Background: an optimization exercise with open tools, aiming at small area and a short achievable clock period. Do not read the settings as production practice. At most, simulation tests tie the RTL to the original design; equivalence was not proved. Power and IR drop assume default switching activity.

==> v18 <==
// mac
module mac(
     input [11:0] Ain,
     input [11:0] Bin,
     input clk,reset,
     output [24:0] Mac_out
);
export LEC_CHECK = 0
export CAP_MARGIN = 20
export CORE_MARGIN = 2
export CORE_UTILIZATION = 60
export CTS_BUF_LIST = sky130_fd_sc_hd__clkbuf_4 sky130_fd_sc_hd__clkbuf_8
export SLEW_MARGIN = 20
export SYNTH_HIERARCHICAL = 1
create_clock -name core_clock -period 12.5 [get_ports {clk}]
standard.sh (not shown) runs the stock make flow with config.mk's settings and CLKGATE_MAP_FILE= SYNTH_SCRIPT=/design/flow/synth_recipe.tcl, a recipe that flattens the netlist after the stock synthesis.
==> flow/flow/run.sh <==
#!/bin/bash
# The standard layout (the standard.sh, standard synthesis unchanged), with
# two options: the port buffers are buf_2 cells, and the setup repair aims at
# a slack margin of 7.25 ns.  ORFS keeps each step's log in orfs/logs; the make
# output goes to standard.log.
set -o pipefail
bash standard.sh BUFFER_PORTS_ARGS="-buffer_cell sky130_fd_sc_hd__buf_2" SETUP_SLACK_MARGIN=7.25 finish > standard.log 2>&1
==> inputs of v34, as changes to v18 <==
--- a/flow/design.v
+++ b/flow/design.v
@@ -379,108 +379,108 @@
     wire s299, c300;
     wire s301, c302;
     wire s303, c304;
     wire s305, c306;
     wire s307, c308;
     wire s309, c310;
     wire s311, c312;
     wire s313, c314;
-    xor2m h0s (acc_s[0], pp0_0, s1);
-    nand3m h0c (acc_s[0], Ain[0], Bin[0], c2);
-    xor2m h1s (acc_s[1], pp0_1, s3);
-    nand3m h1c (acc_s[1], Ain[0], Bin[1], c4);
+    xnor2m h0s (na_s0, pp0_0, s1);
+    or2m h0c (na_s0, pp0_0, c2);
+    xnor2m h1s (na_s1, pp0_1, s3);
+    or2m h1c (na_s1, pp0_1, c4);
     full_adder f2 (pp1_0, s3, c2, s5, c6);
-    xor2m h3s (acc_s[2], pp0_2, s7);
-    nand3m h3c (acc_s[2], Ain[0], Bin[2], c8);
+    xnor2m h3s (na_s2, pp0_2, s7);
+    or2m h3c (na_s2, pp0_2, c8);
     full_adder f4 (pp1_1, pp2_0, s7, s9, c10);
     full_adder f5 (c4, s9, c6, s11, c12);
-    xor2m h6s (acc_s[3], pp0_3, s13);
-    nand3m h6c (acc_s[3], Ain[0], Bin[3], c14);
+    xnor2m h6s (na_s3, pp0_3, s13);
+    or2m h6c (na_s3, pp0_3, c14);
     full_adder f7 (pp1_2, pp2_1, pp3_0, s15, c16);
     full_adder f8 (s13, c8, s15, s17, c18);
     full_adder f9 (c10, s17, c12, s19, c20);
-    xor2m h10s (acc_s[4], pp0_4, s21);
-    nand3m h10c (acc_s[4], Ain[0], Bin[4], c22);
+    xnor2m h10s (na_s4, pp0_4, s21);
+    or2m h10c (na_s4, pp0_4, c22);
     full_adder f11 (pp1_3, pp2_2, pp3_1, s23, c24);
     full_adder f12 (pp4_0, s21, c14, s25, c26);
     full_adder f13 (c16, s23, s25, s27, c28);
     full_adder f14 (c18, s27, c20, s29, c30);
-    xor2m h15s (acc_s[5], pp0_5, s31);
-    nand3m h15c (acc_s[5], Ain[0], Bin[5], c32);
+    xnor2m h15s (na_s5, pp0_5, s31);
+    or2m h15c (na_s5, pp0_5, c32);
     full_adder f16 (pp1_4, pp2_3, pp3_2, s33, c34);
     full_adder f17 (pp4_1, pp5_0, s31, s35, c36);
     full_adder f18 (c22, c24, s33, s37, c38);
     full_adder f19 (s35, c26, s37, s39, c40);
     full_adder f20 (c28, s39, c30, s41, c42);
-    xnor2m h21s (acc_s[6], acc_c[6], s43);
-    nand2m h21c (acc_s[6], acc_c[6], c44);
+    xnor2m h21s (na_s6, na_c6, s43);
+    or2m h21c (na_s6, na_c6, c44);
     full_adder f22 (s43, pp0_6, pp1_5, s45, c46);
     full_adder f23 (pp2_4, pp3_3, pp4_2, s47, c48);
     full_adder f24 (pp5_1, pp6_0, c32, s49, c50);
     full_adder f25 (c34, s45, s47, s51, c52);
     full_adder f26 (c36, s49, c38, s53, c54);
     full_adder f27 (s51, c40, s53, s55, c56);
-    xor2m h28s (acc_s[7], c44, s57);
-    ornm h28c (c44, acc_s[7], c58);
+    xnor2m h28s (na_s7, c44, s57);
+    or2m h28c (na_s7, c44, c58);
     full_adder f29 (s57, pp0_7, pp1_6, s59, c60);
     full_adder f30 (pp2_5, pp3_4, pp4_3, s61, c62);
     full_adder f31 (pp5_2, pp6_1, pp7_0, s63, c64);
     full_adder f32 (c46, c48, s59, s65, c66);
     full_adder f33 (s61, s63, c50, s67, c68);
     full_adder f34 (c52, s65, s67, s69, c70);
     full_adder f35 (c54, s69, c56, s71, c72);
-    xnor2m h36s (acc_s[8], acc_c[8], s73);
-    nand2m h36c (acc_s[8], acc_c[8], c74);
+    xnor2m h36s (na_s8, na_c8, s73);
+    or2m h36c (na_s8, na_c8, c74);
     full_adder f37 (s73, c58, pp0_8, s75, c76);
     full_adder f38 (pp1_7, pp2_6, pp3_5, s77, c78);
     full_adder f39 (pp4_4, pp5_3, pp6_2, s79, c80);
     full_adder f40 (pp7_1, pp8_0, c60, s81, c82);
     full_adder f41 (c62, c64, s75, s83, c84);
     full_adder f42 (s77, s79, s81, s85, c86);
     full_adder f43 (c66, s83, c68, s87, c88);
     full_adder f44 (s85, c70, s87, s89, c90);
-    xnor2m h45s (acc_s[9], acc_c[9], s91);
-    nand2m h45c (acc_s[9], acc_c[9], c92);
+    xnor2m h45s (na_s9, na_c9, s91);
+    or2m h45c (na_s9, na_c9, c92);
     full_adder f46 (s91, c74, pp0_9, s93, c94);
     full_adder f47 (pp1_8, pp2_7, pp3_6, s95, c96);
     full_adder f48 (pp4_5, pp5_4, pp6_3, s97, c98);
     full_adder f49 (pp7_2, pp8_1, pp9_0, s99, c100);
     full_adder f50 (c76, c78, c80, s101, c102);
     full_adder f51 (s93, s95, s97, s103, c104);
     full_adder f52 (s99, c82, c84, s105, c106);
     full_adder f53 (s101, s103, c86, s107, c108);
     full_adder f54 (s105, c88, s107, s109, c110);
-    xnor2m h55s (acc_s[10], acc_c[10], s111);
-    nand2m h55c (acc_s[10], acc_c[10], c112);
+    xnor2m h55s (na_s10, na_c10, s111);
+    or2m h55c (na_s10, na_c10, c112);
     full_adder f56 (s111, c92, pp0_10, s113, c114);
     full_adder f57 (pp1_9, pp2_8, pp3_7, s115, c116);
     full_adder f58 (pp4_6, pp5_5, pp6_4, s117, c118);
     full_adder f59 (pp7_3, pp8_2, pp9_1, s119, c120);
     full_adder f60 (pp10_0, c94, c96, s121, c122);
     full_adder f61 (c98, c100, s113, s123, c124);
     full_adder f62 (s115, s117, s119, s125, c126);
     full_adder f63 (c102, s121, c104, s127, c128);
     full_adder f64 (s123, s125, c106, s129, c130);
     full_adder f65 (s127, c108, s129, s131, c132);
-    xnor2m h66s (acc_s[11], acc_c[11], s133);
-    nand2m h66c (acc_s[11], acc_c[11], c134);
+    xnor2m h66s (na_s11, na_c11, s133);
+    or2m h66c (na_s11, na_c11, c134);
     full_adder f67 (s133, c112, pp0_11, s135, c136);
     full_adder f68 (pp1_10, pp2_9, pp3_8, s137, c138);
     full_adder f69 (pp4_7, pp5_6, pp6_5, s139, c140);
     full_adder f70 (pp7_4, pp8_3, pp9_2, s141, c142);
     full_adder f71 (pp10_1, pp11_0, c114, s143, c144);
     full_adder f72 (c116, c118, c120, s145, c146);
     full_adder f73 (s135, s137, s139, s147, c148);
     full_adder f74 (s141, c122, c124, s149, c150);
     full_adder f75 (s143, c126, s145, s151, c152);
     full_adder f76 (s147, c128, s149, s153, c154);
     full_adder f77 (s151, c130, s153, s155, c156);
-    xnor2m h78s (acc_s[12], acc_c[12], s157);
-    nand2m h78c (acc_s[12], acc_c[12], c158);
+    xnor2m h78s (na_s12, na_c12, s157);
+    or2m h78c (na_s12, na_c12, c158);
     full_adder f79 (s157, c134, pp1_11, s159, c160);
     full_adder f80 (pp2_10, pp3_9, pp4_8, s161, c162);
     full_adder f81 (pp5_7, pp6_6, pp7_5, s163, c164);
     full_adder f82 (pp8_4, pp9_3, pp10_2, s165, c166);
     full_adder f83 (pp11_1, c136, c138, s167, c168);
     full_adder f84 (c140, c142, s159, s169, c170);
     full_adder f85 (s161, s163, s165, s171, c172);
     full_adder f86 (c144, c146, s167, s173, c174);
@@ -548,18 +548,18 @@
     full_adder f148 (c286, s293, c288, s297, c298);
     full_adder f149 (s295, c290, s297, s299, c300);
     full_adder f150 (na_s21, pp10_11, pp11_10, s301, c302);
     full_adder f151 (c294, s301, c296, s303, c304);
     full_adder f152 (c298, s303, c300, s305, c306);
     full_adder f153 (na_s22, na_c22, pp11_11, s307, c308);
     full_adder f154 (c302, s307, c304, s309, c310);
     full_adder f155 (na_s23, c308, c310, s311, c312);
-    xor2m h156s (acc_s[24], c312, s313);
-    ornm h156c (c312, acc_s[24], c314);
+    xnor2m h156s (na_s24, c312, s313);
+    or2m h156c (na_s24, c312, c314);
     wire [24:0] ns = {s313, s311, s309, s305, c292, s291, c270, c256, c240, c222, c202, c180, c156, c132, c110, c90, s89, s71, s55, s41, s29, s19, s11, s5, s1};
     wire [24:4] nc = {1'b1, 1'b1, c306, 1'b1, s299, c282, s281, s269, s255, s239, s221, s201, s179, s155, s131, s109, c72, 1'b1, c42, 1'b1, 1'b1};
     always @(posedge clk) begin
         acc_s <= ~(ns | {25{reset}});
         acc_c <= ~(nc | {21{reset}});
     end
     assign Mac_out = acc_s + {acc_c, 4'd0};
 endmodule
@@ -573,20 +573,11 @@
     assign y = a ^ b;
 endmodule
 module xnor2m(input a, input b, output y);
     assign y = ~(a ^ b);
 endmodule
 module or2m(input a, input b, output y);
     assign y = a | b;
 endmodule
-module nand2m(input a, input b, output y);
-    assign y = ~(a & b);
-endmodule
-module nand3m(input a, input b, input c, output y);
-    assign y = ~(a & b & c);
-endmodule
-module ornm(input a, input bn, output y);
-    assign y = a | ~bn;
-endmodule
 module maj3m(input a, input b, input c, output y);
     assign y = (a & b) | (a & c) | (b & c);
 endmodule
==> flow/flow/run.sh (replaced) <==
#!/bin/bash
# The standard layout (the standard.sh, standard synthesis unchanged), with
# two options: the port buffers are buf_1 cells, and the setup repair aims at
# a slack margin of 7.25 ns.  ORFS keeps each step's log in orfs/logs; the make
# output goes to standard.log.
set -o pipefail
bash standard.sh BUFFER_PORTS_ARGS="-buffer_cell sky130_fd_sc_hd__buf_1" SETUP_SLACK_MARGIN=7.25 finish > standard.log 2>&1
==> inputs of v30, as changes to v18 <==
--- a/flow/design.v
+++ b/flow/design.v
@@ -379,108 +379,108 @@
     wire s299, c300;
     wire s301, c302;
     wire s303, c304;
     wire s305, c306;
     wire s307, c308;
     wire s309, c310;
     wire s311, c312;
     wire s313, c314;
-    xor2m h0s (acc_s[0], pp0_0, s1);
-    nand3m h0c (acc_s[0], Ain[0], Bin[0], c2);
-    xor2m h1s (acc_s[1], pp0_1, s3);
-    nand3m h1c (acc_s[1], Ain[0], Bin[1], c4);
+    xnor2m h0s (na_s0, pp0_0, s1);
+    or2m h0c (na_s0, pp0_0, c2);
+    xnor2m h1s (na_s1, pp0_1, s3);
+    or2m h1c (na_s1, pp0_1, c4);
     full_adder f2 (pp1_0, s3, c2, s5, c6);
-    xor2m h3s (acc_s[2], pp0_2, s7);
-    nand3m h3c (acc_s[2], Ain[0], Bin[2], c8);
+    xnor2m h3s (na_s2, pp0_2, s7);
+    or2m h3c (na_s2, pp0_2, c8);
     full_adder f4 (pp1_1, pp2_0, s7, s9, c10);
     full_adder f5 (c4, s9, c6, s11, c12);
-    xor2m h6s (acc_s[3], pp0_3, s13);
-    nand3m h6c (acc_s[3], Ain[0], Bin[3], c14);
+    xnor2m h6s (na_s3, pp0_3, s13);
+    or2m h6c (na_s3, pp0_3, c14);
     full_adder f7 (pp1_2, pp2_1, pp3_0, s15, c16);
     full_adder f8 (s13, c8, s15, s17, c18);
     full_adder f9 (c10, s17, c12, s19, c20);
-    xor2m h10s (acc_s[4], pp0_4, s21);
-    nand3m h10c (acc_s[4], Ain[0], Bin[4], c22);
+    xnor2m h10s (na_s4, pp0_4, s21);
+    or2m h10c (na_s4, pp0_4, c22);
     full_adder f11 (pp1_3, pp2_2, pp3_1, s23, c24);
     full_adder f12 (pp4_0, s21, c14, s25, c26);
     full_adder f13 (c16, s23, s25, s27, c28);
     full_adder f14 (c18, s27, c20, s29, c30);
-    xor2m h15s (acc_s[5], pp0_5, s31);
-    nand3m h15c (acc_s[5], Ain[0], Bin[5], c32);
+    xnor2m h15s (na_s5, pp0_5, s31);
+    or2m h15c (na_s5, pp0_5, c32);
     full_adder f16 (pp1_4, pp2_3, pp3_2, s33, c34);
     full_adder f17 (pp4_1, pp5_0, s31, s35, c36);
     full_adder f18 (c22, c24, s33, s37, c38);
     full_adder f19 (s35, c26, s37, s39, c40);
     full_adder f20 (c28, s39, c30, s41, c42);
-    xnor2m h21s (acc_s[6], acc_c[6], s43);
-    nand2m h21c (acc_s[6], acc_c[6], c44);
+    xnor2m h21s (na_s6, na_c6, s43);
+    or2m h21c (na_s6, na_c6, c44);
     full_adder f22 (s43, pp0_6, pp1_5, s45, c46);
     full_adder f23 (pp2_4, pp3_3, pp4_2, s47, c48);
     full_adder f24 (pp5_1, pp6_0, c32, s49, c50);
     full_adder f25 (c34, s45, s47, s51, c52);
     full_adder f26 (c36, s49, c38, s53, c54);
     full_adder f27 (s51, c40, s53, s55, c56);
-    xor2m h28s (acc_s[7], c44, s57);
-    ornm h28c (c44, acc_s[7], c58);
+    xnor2m h28s (na_s7, c44, s57);
+    or2m h28c (na_s7, c44, c58);
     full_adder f29 (s57, pp0_7, pp1_6, s59, c60);
     full_adder f30 (pp2_5, pp3_4, pp4_3, s61, c62);
     full_adder f31 (pp5_2, pp6_1, pp7_0, s63, c64);
     full_adder f32 (c46, c48, s59, s65, c66);
     full_adder f33 (s61, s63, c50, s67, c68);
     full_adder f34 (c52, s65, s67, s69, c70);
     full_adder f35 (c54, s69, c56, s71, c72);
-    xnor2m h36s (acc_s[8], acc_c[8], s73);
-    nand2m h36c (acc_s[8], acc_c[8], c74);
+    xnor2m h36s (na_s8, na_c8, s73);
+    or2m h36c (na_s8, na_c8, c74);
     full_adder f37 (s73, c58, pp0_8, s75, c76);
     full_adder f38 (pp1_7, pp2_6, pp3_5, s77, c78);
     full_adder f39 (pp4_4, pp5_3, pp6_2, s79, c80);
     full_adder f40 (pp7_1, pp8_0, c60, s81, c82);
     full_adder f41 (c62, c64, s75, s83, c84);
     full_adder f42 (s77, s79, s81, s85, c86);
     full_adder f43 (c66, s83, c68, s87, c88);
     full_adder f44 (s85, c70, s87, s89, c90);
-    xnor2m h45s (acc_s[9], acc_c[9], s91);
-    nand2m h45c (acc_s[9], acc_c[9], c92);
+    xnor2m h45s (na_s9, na_c9, s91);
+    or2m h45c (na_s9, na_c9, c92);
     full_adder f46 (s91, c74, pp0_9, s93, c94);
     full_adder f47 (pp1_8, pp2_7, pp3_6, s95, c96);
     full_adder f48 (pp4_5, pp5_4, pp6_3, s97, c98);
     full_adder f49 (pp7_2, pp8_1, pp9_0, s99, c100);
     full_adder f50 (c76, c78, c80, s101, c102);
     full_adder f51 (s93, s95, s97, s103, c104);
     full_adder f52 (s99, c82, c84, s105, c106);
     full_adder f53 (s101, s103, c86, s107, c108);
     full_adder f54 (s105, c88, s107, s109, c110);
-    xnor2m h55s (acc_s[10], acc_c[10], s111);
-    nand2m h55c (acc_s[10], acc_c[10], c112);
+    xnor2m h55s (na_s10, na_c10, s111);
+    or2m h55c (na_s10, na_c10, c112);
     full_adder f56 (s111, c92, pp0_10, s113, c114);
     full_adder f57 (pp1_9, pp2_8, pp3_7, s115, c116);
     full_adder f58 (pp4_6, pp5_5, pp6_4, s117, c118);
     full_adder f59 (pp7_3, pp8_2, pp9_1, s119, c120);
     full_adder f60 (pp10_0, c94, c96, s121, c122);
     full_adder f61 (c98, c100, s113, s123, c124);
     full_adder f62 (s115, s117, s119, s125, c126);
     full_adder f63 (c102, s121, c104, s127, c128);
     full_adder f64 (s123, s125, c106, s129, c130);
     full_adder f65 (s127, c108, s129, s131, c132);
-    xnor2m h66s (acc_s[11], acc_c[11], s133);
-    nand2m h66c (acc_s[11], acc_c[11], c134);
+    xnor2m h66s (na_s11, na_c11, s133);
+    or2m h66c (na_s11, na_c11, c134);
     full_adder f67 (s133, c112, pp0_11, s135, c136);
     full_adder f68 (pp1_10, pp2_9, pp3_8, s137, c138);
     full_adder f69 (pp4_7, pp5_6, pp6_5, s139, c140);
     full_adder f70 (pp7_4, pp8_3, pp9_2, s141, c142);
     full_adder f71 (pp10_1, pp11_0, c114, s143, c144);
     full_adder f72 (c116, c118, c120, s145, c146);
     full_adder f73 (s135, s137, s139, s147, c148);
     full_adder f74 (s141, c122, c124, s149, c150);
     full_adder f75 (s143, c126, s145, s151, c152);
     full_adder f76 (s147, c128, s149, s153, c154);
     full_adder f77 (s151, c130, s153, s155, c156);
-    xnor2m h78s (acc_s[12], acc_c[12], s157);
-    nand2m h78c (acc_s[12], acc_c[12], c158);
+    xnor2m h78s (na_s12, na_c12, s157);
+    or2m h78c (na_s12, na_c12, c158);
     full_adder f79 (s157, c134, pp1_11, s159, c160);
     full_adder f80 (pp2_10, pp3_9, pp4_8, s161, c162);
     full_adder f81 (pp5_7, pp6_6, pp7_5, s163, c164);
     full_adder f82 (pp8_4, pp9_3, pp10_2, s165, c166);
     full_adder f83 (pp11_1, c136, c138, s167, c168);
     full_adder f84 (c140, c142, s159, s169, c170);
     full_adder f85 (s161, s163, s165, s171, c172);
     full_adder f86 (c144, c146, s167, s173, c174);
@@ -548,18 +548,18 @@
     full_adder f148 (c286, s293, c288, s297, c298);
     full_adder f149 (s295, c290, s297, s299, c300);
     full_adder f150 (na_s21, pp10_11, pp11_10, s301, c302);
     full_adder f151 (c294, s301, c296, s303, c304);
     full_adder f152 (c298, s303, c300, s305, c306);
     full_adder f153 (na_s22, na_c22, pp11_11, s307, c308);
     full_adder f154 (c302, s307, c304, s309, c310);
     full_adder f155 (na_s23, c308, c310, s311, c312);
-    xor2m h156s (acc_s[24], c312, s313);
-    ornm h156c (c312, acc_s[24], c314);
+    xnor2m h156s (na_s24, c312, s313);
+    or2m h156c (na_s24, c312, c314);
     wire [24:0] ns = {s313, s311, s309, s305, c292, s291, c270, c256, c240, c222, c202, c180, c156, c132, c110, c90, s89, s71, s55, s41, s29, s19, s11, s5, s1};
     wire [24:4] nc = {1'b1, 1'b1, c306, 1'b1, s299, c282, s281, s269, s255, s239, s221, s201, s179, s155, s131, s109, c72, 1'b1, c42, 1'b1, 1'b1};
     always @(posedge clk) begin
         acc_s <= ~(ns | {25{reset}});
         acc_c <= ~(nc | {21{reset}});
     end
     assign Mac_out = acc_s + {acc_c, 4'd0};
 endmodule
@@ -573,20 +573,11 @@
     assign y = a ^ b;
 endmodule
 module xnor2m(input a, input b, output y);
     assign y = ~(a ^ b);
 endmodule
 module or2m(input a, input b, output y);
     assign y = a | b;
 endmodule
-module nand2m(input a, input b, output y);
-    assign y = ~(a & b);
-endmodule
-module nand3m(input a, input b, input c, output y);
-    assign y = ~(a & b & c);
-endmodule
-module ornm(input a, input bn, output y);
-    assign y = a | ~bn;
-endmodule
 module maj3m(input a, input b, input c, output y);
     assign y = (a & b) | (a & c) | (b & c);
 endmodule
==> flow/flow/run.sh (replaced) <==
#!/bin/bash
# The standard layout (the standard.sh, standard synthesis unchanged), with
# two options: the port buffers are buf_2 cells, and the setup repair aims at
# a slack margin of 7.5 ns.  ORFS keeps each step's log in orfs/logs; the make
# output goes to standard.log.
set -o pipefail
bash standard.sh BUFFER_PORTS_ARGS="-buffer_cell sky130_fd_sc_hd__buf_2" SETUP_SLACK_MARGIN=7.5 finish > standard.log 2>&1
==> run_results.csv <==
group,metric,value,unit
yosys,synthXorXnorAreaFrac,0.0448,
timing,tightest_slew,947,ps
yosys,synthMuxAreaShare,0,
status,outcome,"complete, no violations",
layout,final_cell_mix,"nand2_1, fa_1, nor2_1",
pwr,pg_comb,1.02,mW
yosys,avgSynthCellArea,9.87,um2
-- figures above: v34

==> run_results.csv <==
group,metric,value,unit
pwr,pg_comb,1.13,mW
timing,tightest_slew,822,ps
yosys,synthMuxAreaShare,0,
layout,final_cell_mix,"nand2_1, fa_1, fa_2",
status,outcome,"complete, no violations",
yosys,avgSynthCellArea,9.87,um2
-- figures above: v30

==> run_results.csv <==
group,metric,value,unit
layout,final_cell_mix,"nand2_1, fa_1, nor2_1",
timing,tightest_slew,816,ps
layout,nNetsFinal,783,
pwr,pg_comb,1.06,mW
pwr,ir_drop,0.000132,V
clock_network,cts_setup_buffers,0,
yosys,avgSynthCellArea,9.90,um2
yosys,synthXorXnorAreaFrac,0.0431,
global_route,met2_usage,0.503,
status,outcome,"complete, no violations",
-- figures above: v18

For v18, only the layout was checked, not whether the RTL still works.

==> separate check: timing with driven ports <==
How much do the figures lean on ideal ports? The routed layouts below were timed once more, with nothing changed but the port constraints.
Step 1 (the two cells are an assumption about what drives the block):
set clk [get_ports {clk}]
set_driving_cell -lib_cell sky130_fd_sc_hd__clkbuf_16 $clk
set_driving_cell -lib_cell sky130_fd_sc_hd__buf_2 [delete_from_list [all_inputs] $clk]
Step 2, shift: input delay + t, output delay - t, t = (earliest + latest rising clock arrival at the registers) / 2. This alone moves slack from input paths to output paths.
Slacks: ideal / step 1 / step 2; pairs: ideal / step 1.
| run | t (ns) | setup slack, ns | hold slack, ns | latest minus earliest clock arrival (ns) |
|---|---|---|---|---|
| v18 | 0.338 | 7.341 / 7.357 / 7.019 | 0.538 / 0.538 / 0.538 | 0.006 / 0.007 |
| v34 | 0.332 | 7.329 / 7.344 / 7.013 | 0.543 / 0.543 / 0.543 | 0.014 / 0.013 |
| v30 | 0.333 | 7.554 / 7.525 / 7.192 | 0.549 / 0.549 / 0.549 | 0.008 / 0.008 |
After both steps every run listed still meets setup and hold. The setup slack of v30, which loses most, moves by -0.029 ns with the drivers and by -0.362 ns with both steps.
